Background: an optimization exercise with open tools, aiming at small area. Do not read the settings as production practice.
In this exercise RTL edits were held to simulation tests only and were not proved equivalent to the original.
Power figures rest on the tool's default switching activity, not on a simulated workload.

==> flow/design.v <==
`timescale 1ns / 1ps
module home_automation (
    input clk, 
    input rst, 
    output trig,
    input echo,
    output scl,
    input sda_i,
    output sda_o,
    input [3:0] sw,
    output [2:0] led,
    output [7:0] temp
);
    parameter CLK_FREQ = 20_000;
    parameter DISTANCE_THRESHOLD = 50; 
    parameter TEMP_THRESHOLD = 25; 
    parameter CORRECT_CODE = 4'b1010; 
    parameter BME280_ADDR = 8'b11101110; 
    parameter TEMP_REG = 8'hFA; 
    parameter CALIB_00 = 8'h88; 
    parameter [2:0] IDLE       = 3'b000;
    parameter [2:0] START      = 3'b001;
    parameter [2:0] SEND_ADDR  = 3'b010;
    parameter [2:0] SEND_REG   = 3'b011;
    parameter [2:0] REPEAT_START = 3'b100;
    parameter [2:0] READ_ADDR  = 3'b101;
    parameter [2:0] READ_DATA  = 3'b110;
    parameter [2:0] STOP       = 3'b111;
    reg trigger_pulse;
    reg [31:0] echo_duration;
    reg [31:0] distance_cm;
    reg distance_valid;
    reg [7:0] temperature;
    reg [19:0] temperature_raw;
    reg [15:0] dig_T1;
    reg [16:0] dig_T2;
    reg [16:0] dig_T3;
    reg [7:0] calib_data [0:5];
    reg calib_read_done;
    reg [2:0] state;
    reg [3:0] bit_count;
    reg [7:0] i2c_data;
    reg scl_out;
    reg sda_out;
    reg [31:0] delay_counter;
    reg [2:0] read_phase;
    reg [7:0] temp_data [0:2]; 
    reg code_correct;
    reg [31:0] blink_counter;
    reg blink_led;
    reg light_on;
    reg fan_on;
    assign scl = scl_out;
    assign sda_o = sda_out;
    reg [31:0] trigger_counter;
    always @(posedge clk or posedge rst) begin
        if (rst) begin
            trigger_pulse <= 0;
            trigger_counter <= 0;
        end else begin
            if (trigger_counter < 1000) begin 
                trigger_pulse <= 1;
                trigger_counter <= trigger_counter + 1;
            end else if (trigger_counter < CLK_FREQ) begin
                trigger_pulse <= 0;
                trigger_counter <= trigger_counter + 1;
            end else begin
                trigger_counter <= 0;
            end
        end
    end
    assign trig = trigger_pulse;
    reg measuring;
    always @(posedge clk or posedge rst) begin
        if (rst) begin
            echo_duration <= 0;
            distance_cm <= 0;
            distance_valid <= 0;
            measuring <= 0;
        end else begin
            if (echo && !measuring) begin
                measuring <= 1;
                echo_duration <= 0;
            end else if (echo && measuring) begin
                echo_duration <= echo_duration + 1;
            end else if (!echo && measuring) begin
                measuring <= 0;
                distance_valid <= 1;
                distance_cm <= (echo_duration * 343) / (2 * (CLK_FREQ / 100));
            end
        end
    end
    wire [31:0] var_temp1 = (temperature_raw / 16) - (dig_T1 * 2);
    wire [31:0] var_temp2 = (var_temp1 * dig_T2) / 2048;
    wire [31:0] var_temp3 = (var_temp2 + (dig_T3 * var_temp2) / 4096) / 1024;
    wire signed [31:0] var_temp3_s = var_temp3;
    wire signed [31:0] temp_div = var_temp3_s / 100;
    always @(posedge clk or posedge rst) begin
        if (rst) begin
            state <= IDLE;
            scl_out <= 1;
            sda_out <= 1;
            bit_count <= 0;
            delay_counter <= 0;
            read_phase <= 0;
            calib_read_done <= 0;
            temperature <= 0;
            temperature_raw <= 0;
            dig_T1 <= 0;
            dig_T2 <= 0;
            dig_T3 <= 0;
        end else begin
            case (state)
                IDLE: begin
                    if (delay_counter < CLK_FREQ/10) begin 
                        delay_counter <= delay_counter + 1;
                    end else begin
                        delay_counter <= 0;
                        state <= START;
                        i2c_data <= {BME280_ADDR, 1'b0}; 
                    end
                end
                START: begin
                    if (delay_counter < CLK_FREQ/1000) begin 
                        delay_counter <= delay_counter + 1;
                    end else begin
                        delay_counter <= 0;
                        sda_out <= 0;
                        state <= SEND_ADDR;
                        bit_count <= 7;
                    end
                end
                SEND_ADDR: begin
                    if (delay_counter < CLK_FREQ/10000) begin 
                        delay_counter <= delay_counter + 1;
                    end else begin
                        delay_counter <= 0;
                        scl_out <= ~scl_out;
                        if (scl_out) begin
                            sda_out <= i2c_data[bit_count];
                        end else begin
                            if (bit_count == 0) begin
                                scl_out <= 1;
                                state <= SEND_REG;
                                if (!calib_read_done) begin
                                    i2c_data <= CALIB_00; 
                                end else begin
                                    i2c_data <= TEMP_REG; 
                                end
                                bit_count <= 7;
                            end else begin
                                bit_count <= bit_count - 1;
                            end
                        end
                    end
                end
                SEND_REG: begin
                    if (delay_counter < CLK_FREQ/10000) begin 
                        delay_counter <= delay_counter + 1;
                    end else begin
                        delay_counter <= 0;
                        scl_out <= ~scl_out;
                        if (scl_out) begin
                            sda_out <= i2c_data[bit_count];
                        end else begin
                            if (bit_count == 0) begin
                                scl_out <= 1;
                                state <= REPEAT_START;
                            end else begin
                                bit_count <= bit_count - 1;
                            end
                        end
                    end
                end
                REPEAT_START: begin
                    if (delay_counter < CLK_FREQ/1000) begin 
                        delay_counter <= delay_counter + 1;
                    end else begin
                        delay_counter <= 0;
                        sda_out <= 1;
                        scl_out <= 1;
                        state <= READ_ADDR;
                        i2c_data <= {BME280_ADDR, 1'b1}; 
                        bit_count <= 7;
                    end
                end
                READ_ADDR: begin
                    if (delay_counter < CLK_FREQ/10000) begin 
                        delay_counter <= delay_counter + 1;
                    end else begin
                        delay_counter <= 0;
                        scl_out <= ~scl_out;
                        if (!scl_out) begin
                            if (bit_count == 0) begin
                                scl_out <= 1;
                                state <= READ_DATA;
                                bit_count <= 7;
                                if (!calib_read_done) begin
                                    read_phase <= 0;
                                end else begin
                                    read_phase <= 3;
                                end
                            end else begin
                                bit_count <= bit_count - 1;
                            end
                        end
                    end
                end
                READ_DATA: begin
                    if (delay_counter < CLK_FREQ/10000) begin 
                        delay_counter <= delay_counter + 1;
                    end else begin
                        delay_counter <= 0;
                        scl_out <= ~scl_out;
                        if (scl_out) begin
                            if (!calib_read_done) begin
                                calib_data[read_phase][bit_count] <= sda_i;
                            end else if (read_phase > 0) begin
                                temp_data[read_phase-1][bit_count] <= sda_i;
                            end
                        end else begin
                            if (bit_count == 0) begin
                                if (!calib_read_done) begin
                                    if (read_phase < 5) begin
                                        read_phase <= read_phase + 1;
                                        bit_count <= 7;
                                    end else begin
                                        dig_T1 <= {calib_data[1], calib_data[0]};
                                        dig_T2 <= {calib_data[3], calib_data[2]};
                                        dig_T3 <= {calib_data[5], calib_data[4]};
                                        calib_read_done <= 1;
                                        state <= STOP;
                                    end
                                end else if (read_phase > 1) begin
                                    read_phase <= read_phase - 1;
                                    bit_count <= 7;
                                end else begin
                                    temperature_raw <= {temp_data[0], temp_data[1], temp_data[2][7:4]};
                                    state <= STOP;
                                end
                            end else begin
                                bit_count <= bit_count - 1;
                            end
                        end
                    end
                end
                STOP: begin
                    if (delay_counter < CLK_FREQ/1000) begin  
                        delay_counter <= delay_counter + 1;
                    end else begin
                        delay_counter <= 0;
                        sda_out <= 0;
                        scl_out <= 0;
                        state <= IDLE;
                        temperature <= temp_div[7:0];
                    end
                end
            endcase
        end
    end
    always @(posedge clk or posedge rst) begin
        if (rst) begin
            code_correct <= 0;
        end else begin
            code_correct <= (sw == CORRECT_CODE);
        end
    end
    always @(posedge clk or posedge rst) begin
        if (rst) begin
            blink_counter <= 0;
            blink_led <= 0;
        end else if (!code_correct) begin
            if (blink_counter < CLK_FREQ / 2) begin
                blink_counter <= blink_counter + 1;
                blink_led <= 1;
            end else if (blink_counter < CLK_FREQ) begin
                blink_counter <= blink_counter + 1;
                blink_led <= 0;
            end else begin
                blink_counter <= 0;
            end
        end else begin
            blink_led <= 0;
        end
    end
    always @(posedge clk or posedge rst) begin
        if (rst) begin
            light_on <= 0;
            fan_on <= 0;
        end else begin
            if (distance_valid && distance_cm < DISTANCE_THRESHOLD && code_correct) begin
                light_on <= 1;
                fan_on <= 1;
            end else begin
                light_on <= 0;
            end
            if (temperature > TEMP_THRESHOLD && code_correct) begin
                fan_on <= 1;
            end else if (distance_cm >= DISTANCE_THRESHOLD) begin
                fan_on <= 0;
            end
        end
    end
    assign led[0] = light_on; 
    assign led[1] = fan_on; 
    assign led[2] = blink_led; 
    assign temp = temperature;
endmodule
==> flow/run.sh <==
#!/bin/bash
# synth_recipe.tcl (not shown) runs the flow's synth.tcl, then flattens the netlist and writes it again
# the make line also repeats each setting of config.mk as NAME=value (left out here)
make -C /OpenROAD-flow-scripts/flow DESIGN_CONFIG=/design/flow/config.mk WORK_HOME=/design/flow/orfs CLKGATE_MAP_FILE= SYNTH_SCRIPT=/design/flow/synth_recipe.tcl finish
==> flow/config.mk <==
export PLATFORM = sky130hd
export DESIGN_NAME = home_automation
export DESIGN_NICKNAME = home_automation
export VERILOG_FILES = /design/flow/design.v
export SDC_FILE = /design/flow/constraint.sdc
export NUM_CORES = 4
export LEC_CHECK = 0
export CAP_MARGIN = 20
export CORE_MARGIN = 2
export CORE_UTILIZATION = 40
export SLEW_MARGIN = 20
==> flow/constraint.sdc <==
create_clock -name core_clock -period 30.0 [get_ports {clk}]
set_input_delay 6.0000 -clock core_clock [delete_from_list [all_inputs] [get_ports {clk}]]
set_output_delay 6.0000 -clock core_clock [all_outputs]
set_load 0.01 [all_outputs]
==> results.txt <==
- Outcome: complete, no violations
- CTS sink cnt: a little over 300
- CP Capture Type: flop
- Number of enable flip-flop cells after synthesis: 68
- Yosys reg bits: ~300
- Critical Path Start Type: flop
- WHS Endpoint: dig_T3[8]$_DFFE_PP0P_
- Gr usage total: a little under a fifth
- Largest net degree at the start of global routing: ~120
- Worst-path fanout max: 17
- Fin worst setup slack: between 8 and 9 ns
- Share of the synthesized area in the top cell type: between 20% and 30%
- Routed met3 length: around 5.1 mm
- Cells after synthesis: 4764
- Fillers: ~11000
- Area after DPL: ~46000 um2
- Nets@finish: 5685
- Crit path kind: flop to flop
- Cell area after synthesis: ~44000 um2
- Worst path slowest cell: fa_1
- Reg-to-reg endpoint: temperature[1]$_DFFE_PP0P_
- H-tree depth: 2
- Ranking of synthesized cells by area: fa_1 (29%), dfrtp_1 (14%), ha_1 (9.0%), inv_1 (6.1%), nand2_1 (5.0%)
- Overall Power: ~1.4 mW
- Worst r2r src: temperature_raw[7]$_DFFE_PP0P_
- Hold Crit Class: flop to flop
- Port buffer count: 19
- Via density: 5.28
- Final hold violations: 0
- Register area: between 8000 and 9000 um2
- Layout Area Growth over Synthesis: 7.18%
- CTS Hold Buffers Added: 0
- Routability cong.: between 0.8 and 0.9
- YS warnings: 3
- Slew Viols, Final: 0
- Max Buffers Root-to-Sink: 3
- Async S/R FF share, synth: between 70% and 80%
- Share of cells above drive strength 1: roughly 6.8%
- Fin crit share: 71.7%
- Topmost layer with routed signal wires: met5
- Final setup viols: 0
- TritonCTS clock tree: built
- Max Fclk: 0.0465 GHz
- Clock latency (worst-skew pair): roughly 0.59 ns
- Max cap viols: 0
- Multi-input logic area: 32700 um2
- Worst Tran Pin Value: 1.08 ns
- Row cnt: 121
- Clock Pin Slew Worst Setup and Hold Paths: about 0.060 ns
- Peak supply drop: just over 50 uV
- Post-synth top flop: dfrtp_1
- Biggest area consumer among synthesized cells: fa_1
- Synth unique cells: ~130
- Seq/Total Area, Yosys: between 15 and 20%
- Die ar.: between 100000 and 150000 um2
- Setup TNS: 0 ns
- CTS Buf Count: 39
- Worst path arrival time: roughly 22 ns
- Register-to-Register Path Depth: 94
- DRT Pass-1 Iters: 6
- Hold depth: 2
- Cts repair resizes: 0
- Min cycle time layout: about 21 ns
- Slew headroom: between 20% and 30%
- Antenna violations before repair: 5
- Met2 Routed Length: 48.7 mm
- Metal-1 WL: 48.4 mm
- CP max stage delay: about 0.53 ns
- WL per Instance: 16.7 um
- DRC: 0
- Core Footprint: between 100000 and 150000 um2
- DRT antenna net count: 0
- Skew final: between 0.02 and 0.025 ns
- FF-to-FF setup slack: ~8.5 ns
- Chip height: around 340 um
- Mapped Avg Cell Area: ~9 um2
- Remaining Overflow, GRT: 0
- Top-Level Pins: 22
- Post-place setup slack: about 8.6 ns
- Design Area, Final: 47300 um2
- RSZ-0062 raised after global routing: no
- First-pass GRT wire length: approximately 180 mm
- Number of cells on the critical path: 94
- PwrDens: 28.8 nW/um2
- Critical path required time: a little over 30 ns
- Clock root buffer: clkbuf_16
- Vias in the first global route: 33883
- Static leakage: approximately 22 nW
- Initial Util: 40.4%
- Dpl hpwl: ~80 mm
- DR vias: 32924
- Drt initial violations: about 2200
- Delay-heaviest family, CP: compound AO/OA/AOI/OAI gates
- Hold path start: dig_T3[8]$_DFFE_PP0P_
- Die width: 336 um
- Buf/Inv on CP: 14
- Routed WL: roughly 100 mm
- Setup bufs post-CTS: 0
- Most used cell, CP: o21a_1
## worst max path at each step
| stage | from | end | slack [ns] |
|---|---|---|---|
| after detailed placement | dig_T1[2]$_DFFE_PP0P_ | temperature[0]$_DFFE_PP0P_ | 8.58 |
| final | temperature_raw[7]$_DFFE_PP0P_ | temperature[1]$_DFFE_PP0P_ | 8.50 |
| after global placement | temperature_raw[7]$_DFFE_PP0P_ | temperature[0]$_DFFE_PP0P_ | 9.05 |
| after CTS | dig_T1[2]$_DFFE_PP0P_ | temperature[0]$_DFFE_PP0P_ | 8.55 |
| after floorplan | temperature_raw[7]$_DFFE_PP0P_ | temperature[0]$_DFFE_PP0P_ | 9.70 |
| after global routing | dig_T1[2]$_DFFE_PP0P_ | temperature[0]$_DFFE_PP0P_ | 6.80 |
## cells by family after synthesis
| kind of cell | share of synthesized area (%) |
|---|---|
| buffers and inverters | 8.06 |
| xor gates and xnor gates | 4.14 |
| and+or+nand+nor | 15.7 |
| DFF | 18.3 |
| muxes | 2.79 |
| adders and majority gates | 37.8 |
| other | 0.00850 |
| AOI/OAI and AO/OA | 13.2 |
## synthesized netlist by cell type (25+ instances only)
cell	number
mux2_2	76
clkbuf_1	156
o21a_1	51
nor2_1	303
o211ai_1	44
nand4_1	35
nor2b_1	26
fa_1	631
nor4_1	34
dfrtp_1	239
edfxtp_1	68
a211oi_1	26
a31oi_1	36
or3_1	25
and2_1	197
nand2_1	592
inv_1	719
a21oi_1	147
buf_2	25
a21o_1	91
xor2_1	67
nor3_1	78
nand3_1	74
xnor2_1	120
mux2i_1	32
nand2b_1	27
ha_1	317
o21ai_0	109
## cell type report
class | count | share of cell area (%)
Multi-Input combinational cell | 3570 | 69.1
Sequential cell | 309 | 17.1
Inverter | 721 | 5.74
Tap cell | 1476 | 3.91
Clock buffer | 46 | 2.16
Timing Repair Buffer | 88 | 1.50
Clock inverter | 24 | 0.521
Antenna cell | 1 | 0.00529
## flip-flops by register name (all words and copies together) (netlist names), 23 cells and up
name and cells:
delay_counter 32, calib_data 48, trigger_counter 32, echo_duration 32, blink_counter 32, distance_cm 23
## per-stage QoR
stage | cells | util (%) | hold slack, ns
CTS | 6233 | 43.3 | 0.493
finish | 6235 | 43.3 | 0.486
global placement | 6163 | 42.1 | 0.469
detailed placement | 6163 | 42.1 | 0.472
floorplan | 4803 | - | 0.450
global route | 6234 | 43.3 | 0.517
## layer usage
layer	global-route usage, %	up-vias
li1	-	15505
met1	26.9	16569
met2	31.0	718
met3	2.61	126
met4	4.09	6
met5	0	-
## worst reg2reg max path: cells and delay by family, from the launching register on
kind | cells | cell delay [ns]
AO/OA/AOI/OAI | 49 | 9.94
adder cells (fa/ha/maj) | 16 | 7.18
XOR/XNOR | 5 | 1.17
flip-flops | 1 | 0.38
AND/OR/NAND/NOR | 10 | 1.51
buffers and inverters | 14 | 1.16
## cells in the final DEF (no fill, tap or decap), types with 11 or more instances in the layout
master / n
a211o_1: 12
a211oi_1: 26
a21o_1: 91
a21oi_1: 147
a22oi_1: 11
a31oi_1: 35
and2_1: 197
and3_1: 22
buf_4: 68
clkbuf_16: 40
clkdlybuf4s50_1: 19
conb_1: 40
dfrtp_1: 239
edfxtp_1: 68
fa_1: 631
ha_1: 317
inv_1: 718
mux2_2: 76
mux2i_1: 32
nand2_1: 592
nand2b_1: 27
nand3_1: 74
nand4_1: 35
nor2_1: 300
nor2b_1: 26
nor3_1: 76
nor4_1: 34
o211a_1: 15
o211ai_1: 44
o21a_1: 51
o21ai_0: 109
o21ai_1: 13
o31ai_1: 18
or2_2: 16
or3_1: 24
xnor2_1: 120
xor2_1: 66
## where the power goes
group	internal [mW]	leakage [nW]	switching, mW	total, mW
Clock	0.272	0.609	0.202	0.475
Sequential	0.517	3.83	0.0461	0.563
Combinational	0.119	17.9	0.204	0.322

port drivers added, routing unchanged:
The flow's constraints put no driver on any port. The routed layout listed below was extracted and timed again, unchanged, in two steps.
Step 1 assumes that a clkbuf_16 drives the clock port and a buf_2 every other input.
Step 2, shift: input delay + t, output delay - t, t = (earliest + latest rising clock arrival at the registers) / 2. This alone moves slack from input paths to output paths.
Three values: ideal ports, drivers, drivers and shift; two values: the first two.
t, ns: 0.641
slack for setup (ns): 8.504 / 8.504 / 8.504
clock arrival spread, ns: 0.027 / 0.027
slew at the worst register clock pin (ns): 0.07 / 0.07
After both steps this run still meets setup and hold. The setup slack of this run moves by 0.000 ns with the drivers and by 0.000 ns with both steps.
